What follows belongs to an exercise in optimizing a design on an open flow for small area; a production flow would make more cautious choices.
Function was checked by simulation only, so behaviour that the tests miss may differ from the original.
No activity file was given, so power comes from the tool's default toggle rates.

// sd_data_form
module sd_data_form
#(
parameter  [31:0] AVAIL_DATA_BITS      =  32'd4       
)
(
input  wire        SD_CLK,
input  wire        RST,
input  wire        SD_I_TRG,
output wire        SD_I_DONE,
input  wire        SD_I_PKT_RDY,
input  wire [ 63:0]SD_I_DAT,
output wire        SD_I_ACK,
input  wire        SD_I_FIRST,
input  wire        SD_I_LAST,
output wire [(AVAIL_DATA_BITS-'d1):0]SD_O_DAT,
output wire        SD_OE
);
For scale: roughly 71 flip-flops, ~77 I/O pins, ~2200 sq um of cells after synthesis.
Settings: LEC_CHECK=0, CAP_MARGIN=20, CORE_MARGIN=2, CORE_UTILIZATION=40, GPL_TIMING_DRIVEN=0, SLEW_MARGIN=20; clock period 5.0 ns.
standard.sh (not shown) runs the stock make flow with config.mk's settings and CLKGATE_MAP_FILE= SYNTH_SCRIPT=/design/flow/synth_recipe.tcl, a recipe that flattens the netlist after the stock synthesis.
==> flow/flow/run.sh <==
#!/bin/bash
# The standard layout (standard.sh), with these changes:
#  - synthesis maps the logic with several area-oriented ABC scripts and keeps
#    the smallest result (flow/abc_multi.tcl) instead of ORFS's one script;
#    everything else in the standard flow's synthesis script is kept, so the registers are
#    the standard synthesis's;
#  - the port buffers are the smallest buffer, sky130_fd_sc_hd__buf_1;
#  - CTS uses sky130_fd_sc_hd__clkbuf_4 and no dummy loads.
# Each tool's output is in the ORFS logs (orfs/logs/); make's in standard.log.
set -euo pipefail
W=$(pwd)
mkdir -p abc_scripts
i=0
for s in 0 1 2 3 4 5 6 7; do
  for d in "dch" "dch -f"; do
    printf '&get -n\n&deepsyn -J 50 -S %s -T 20\n&put\n%s\namap -F 4 -A 10\n' "$s" "$d" \
      > abc_scripts/s$i.abc
    i=$((i + 1))
  done
done
printf 'strash\ndch\namap -F 4 -A 10\n' > abc_scripts/s$i.abc; i=$((i + 1))
printf 'strash\ndch -f\namap -F 4 -A 10\n' > abc_scripts/s$i.abc
{
  printf 'set ::abc_scripts [lsort -dictionary [glob %s/abc_scripts/*.abc]]\n' "$W"
  cat flow/abc_multi.tcl
  cat synth_recipe.tcl
} > flow_synth.tcl
bash standard.sh finish SYNTH_SCRIPT="$W/flow_synth.tcl" SYNTH_INSBUF=0 \
  BUFFER_PORTS_ARGS="-buffer_cell sky130_fd_sc_hd__buf_1" \
  CTS_ARGS="-sink_clustering_enable -repair_clock_nets -dont_use_dummy_load -buf_list sky130_fd_sc_hd__clkbuf_4" \
  > standard.log 2>&1
==> flow/flow/abc_multi.tcl <==
# Area-oriented replacement of the abc command ORFS's synthesis calls: maps the
# logic with each script in abc_scripts and keeps the smallest result.
proc abc {args} {
  set libs {}
  for {set i 0} {$i < [llength $args]} {incr i} {
    if {[lindex $args $i] eq "-liberty"} { lappend libs -liberty [lindex $args [expr {$i + 1}]] }
  }
  set si [lsearch -exact $args -script]
  yosys design -save abc_multi_in
  set best_area ""
  set best_script ""
  foreach script $::abc_scripts {
    yosys design -load abc_multi_in
    set a $args
    lset a [expr {$si + 1}] $script
    yosys abc {*}$a
    set rpt [yosys tee -q -s result.string stat {*}$libs]
    set area ""
    regexp {Chip area for (?:top )?module[^:]*:\s*([0-9.eE+]+)} $rpt -> area
    puts "abc_multi: $script area $area"
    if {$area ne "" && ($best_area eq "" || $area < $best_area)} {
      set best_area $area
      set best_script $script
      yosys design -save abc_multi_best
    }
  }
  puts "abc_multi: kept $best_script area $best_area"
  yosys design -load abc_multi_best
}
Rerun with:
--- a/flow/config.mk
+++ b/flow/config.mk
@@ -11 +10,0 @@
-export GPL_TIMING_DRIVEN = 0
Critical path depth shrinks by 1.
Count of clock-buffer cells in the layout is unchanged.
Combinational power is higher by 5.6%.
Hold slack gets worse by 8.5 ps.
Via count went up by 2.6%.
Setup slack gains 300 ps.
Non-clock buffer count rose by 4.
Design area increases by 1.2%.
Clock skew came out lower by 4.0 ps.
Sequential share of layout area fell by 0.64 points.
Flip-flop and latch count does not change.


## harbor
Starting RTL as in the previous note.
clock: 5.0 ns
lec_check: 0
cap_margin: 20
core_margin: 2
core_utilization: 40
slew_margin: 20
==> flow/flow/run.sh <==
#!/bin/bash
# The standard layout (standard.sh), with two changes:
#  - synthesis maps the logic with an area-oriented ABC script (flow/area.abc)
#    instead of ORFS's; everything else in the standard flow's synthesis script is kept,
#    so the registers are the standard synthesis's;
#  - the port buffers are the smallest buffer, sky130_fd_sc_hd__buf_1.
set -euo pipefail
W=$(pwd)
{
  printf 'proc abc {args} {\n'
  printf '  set i [lsearch -exact $args -script]\n'
  printf '  if {$i >= 0} { lset args [expr {$i + 1}] %s }\n' "$W/flow/area.abc"
  printf '  yosys abc {*}$args\n'
  printf '}\n'
  cat synth_recipe.tcl
} > flow_synth.tcl
bash standard.sh finish SYNTH_SCRIPT="$W/flow_synth.tcl" \
  BUFFER_PORTS_ARGS="-buffer_cell sky130_fd_sc_hd__buf_1" CTS_ARGS="-sink_clustering_enable -repair_clock_nets -dont_use_dummy_load -sink_buffer_max_cap_derate 1.0 -buf_list sky130_fd_sc_hd__clkbuf_4" > standard.log 2>&1
==> flow/flow/area.abc <==
&get -n
&deepsyn -T 30
&put
dch -f
amap
The inputs of juniper differ from those of harbor as listed below.
diff --git a/flow/flow/run.sh b/flow/flow/run.sh
--- a/flow/flow/run.sh
+++ b/flow/flow/run.sh
@@ -16,3 +16,3 @@
 } > flow_synth.tcl
 bash standard.sh finish SYNTH_SCRIPT="$W/flow_synth.tcl" \
-  BUFFER_PORTS_ARGS="-buffer_cell sky130_fd_sc_hd__buf_1" CTS_ARGS="-sink_clustering_enable -repair_clock_nets -dont_use_dummy_load -sink_buffer_max_cap_derate 1.0 -buf_list sky130_fd_sc_hd__clkbuf_4" > standard.log 2>&1
+  BUFFER_PORTS_ARGS="-buffer_cell sky130_fd_sc_hd__buf_1" CTS_ARGS="-sink_clustering_enable -repair_clock_nets -dont_use_dummy_load -buf_list sky130_fd_sc_hd__clkbuf_4" > standard.log 2>&1
==> flow/flow/area.abc <==
&get -n
&deepsyn -T 10
&put
dch -f
amap -F 4 -A 10
Results
Area after synthesis was lower in the run labelled juniper.
Sort juniper and harbor by clock power share asc -> top: harbor
Diff harbor -> juniper | net count of the mapped netlist | decrease of 5
juniper vs harbor, setup slack of the critical path after layout went up by 100 ps.
juniper vs. harbor: weighted congestion reported at the end of routability-driven placement saw an increase; number of global-route vias before repair saw an increase; final cell count saw a decrease; fraction of the yosys area taken by sequential cells saw an increase.
juniper: worst stage delay on the critical path 20 ps above harbor
diff inputs: juniper => sierra
diff --git a/flow/flow/run.sh b/flow/flow/run.sh
--- a/flow/flow/run.sh
+++ b/flow/flow/run.sh
@@ -16,3 +16,3 @@
 } > flow_synth.tcl
 bash standard.sh finish SYNTH_SCRIPT="$W/flow_synth.tcl" \
-  BUFFER_PORTS_ARGS="-buffer_cell sky130_fd_sc_hd__buf_1" CTS_ARGS="-sink_clustering_enable -repair_clock_nets -dont_use_dummy_load -buf_list sky130_fd_sc_hd__clkbuf_4" > standard.log 2>&1
+  BUFFER_PORTS_ARGS="-buffer_cell sky130_fd_sc_hd__buf_1" CTS_ARGS="-sink_clustering_enable -repair_clock_nets -dont_use_dummy_load -sink_clustering_size 30 -sink_clustering_max_diameter 150 -buf_list sky130_fd_sc_hd__clkbuf_4" > standard.log 2>&1
==> flow/flow/area.abc <==
&get -n
&deepsyn -T 30
&put
dch -f
amap
==> comparison <==
- Across juniper and sierra, the outcome is the same: a clean finish for every run.
- Against juniper, sierra reports a worst stage delay on the critical path that is lower.
- In the final design statistics, sierra uses more standard cells in total than juniper.
- The share of the yosys chip area belonging to registers number comes out lower for sierra vs juniper.
- Total power consumption of the routed design on sierra is down relative to juniper.
#### Input delta (onyx over sierra)
diff --git a/flow/flow/run.sh b/flow/flow/run.sh
--- a/flow/flow/run.sh
+++ b/flow/flow/run.sh
@@ -16,3 +16,3 @@
 } > flow_synth.tcl
 bash standard.sh finish SYNTH_SCRIPT="$W/flow_synth.tcl" \
-  BUFFER_PORTS_ARGS="-buffer_cell sky130_fd_sc_hd__buf_1" CTS_ARGS="-sink_clustering_enable -repair_clock_nets -dont_use_dummy_load -sink_clustering_size 30 -sink_clustering_max_diameter 150 -buf_list sky130_fd_sc_hd__clkbuf_4" > standard.log 2>&1
+  BUFFER_PORTS_ARGS="-buffer_cell sky130_fd_sc_hd__buf_1" CTS_ARGS="-sink_clustering_enable -repair_clock_nets -dont_use_dummy_load -buf_list sky130_fd_sc_hd__clkbuf_4" > standard.log 2>&1
## What came out
- onyx finished end to end and its layout was clean on timing, DRC and antenna.
- Comparing sierra against onyx, there is no change at all in non-clock buffer count.
- Site row count came out exactly the same in onyx and sierra.
- Global-route usage of sierra is on par with onyx.
- Comparing onyx against sierra, there is no change at all in total wire length.
- Looking at onyx and sierra, the delay contributed by the slowest stage of the critical path is a wash.
- onyx against sierra: switching power of the nets saw little to no change; post-synthesis to final-layout area growth saw little to no change.
- Re total of max-cap violations: no difference whatsoever between sierra and onyx.
- onyx against sierra: minimum clock period stayed essentially flat, clock-buffer cell count stayed essentially flat, design area stayed essentially flat.

==> re-timing with driven ports <==
How much do the figures lean on ideal ports? The routed layouts below were timed once more, with nothing changed but the port constraints.
Step 1 (the two cells are an assumption about what drives the block):
set clk [get_ports {SD_CLK}]
set_driving_cell -lib_cell sky130_fd_sc_hd__clkbuf_16 $clk
set_driving_cell -lib_cell sky130_fd_sc_hd__buf_2 [delete_from_list [all_inputs] $clk]
Step 2 adds t to the input delays and takes it off the output delays; t is the mean of the earliest and latest rising clock arrival at the registers after step 1. Input paths then give back, and output paths get back, about the clock's delay inside the block.
a / b / c = ideal ports / drivers / drivers and shift; a / b = the first two.
run	t, ns	slack for setup (ns)	worst register clock-pin slew, ns	worst data-port slew with drivers (ns)
the first run of note 1	0.398	0.973 / 0.951 / 1.350	0.12 / 0.12	0.04
the second run of note 1	0.388	1.272 / 1.250 / 1.638	0.11 / 0.11	0.04
harbor	0.384	1.115 / 1.093 / 1.477	0.11 / 0.11	0.04
juniper	0.393	1.219 / 1.196 / 1.589	0.09 / 0.09	0.04
sierra	0.384	1.115 / 1.093 / 1.477	0.11 / 0.11	0.04
onyx	0.384	1.115 / 1.093 / 1.477	0.11 / 0.11	0.04
After both steps setup and hold are still met in every run listed.
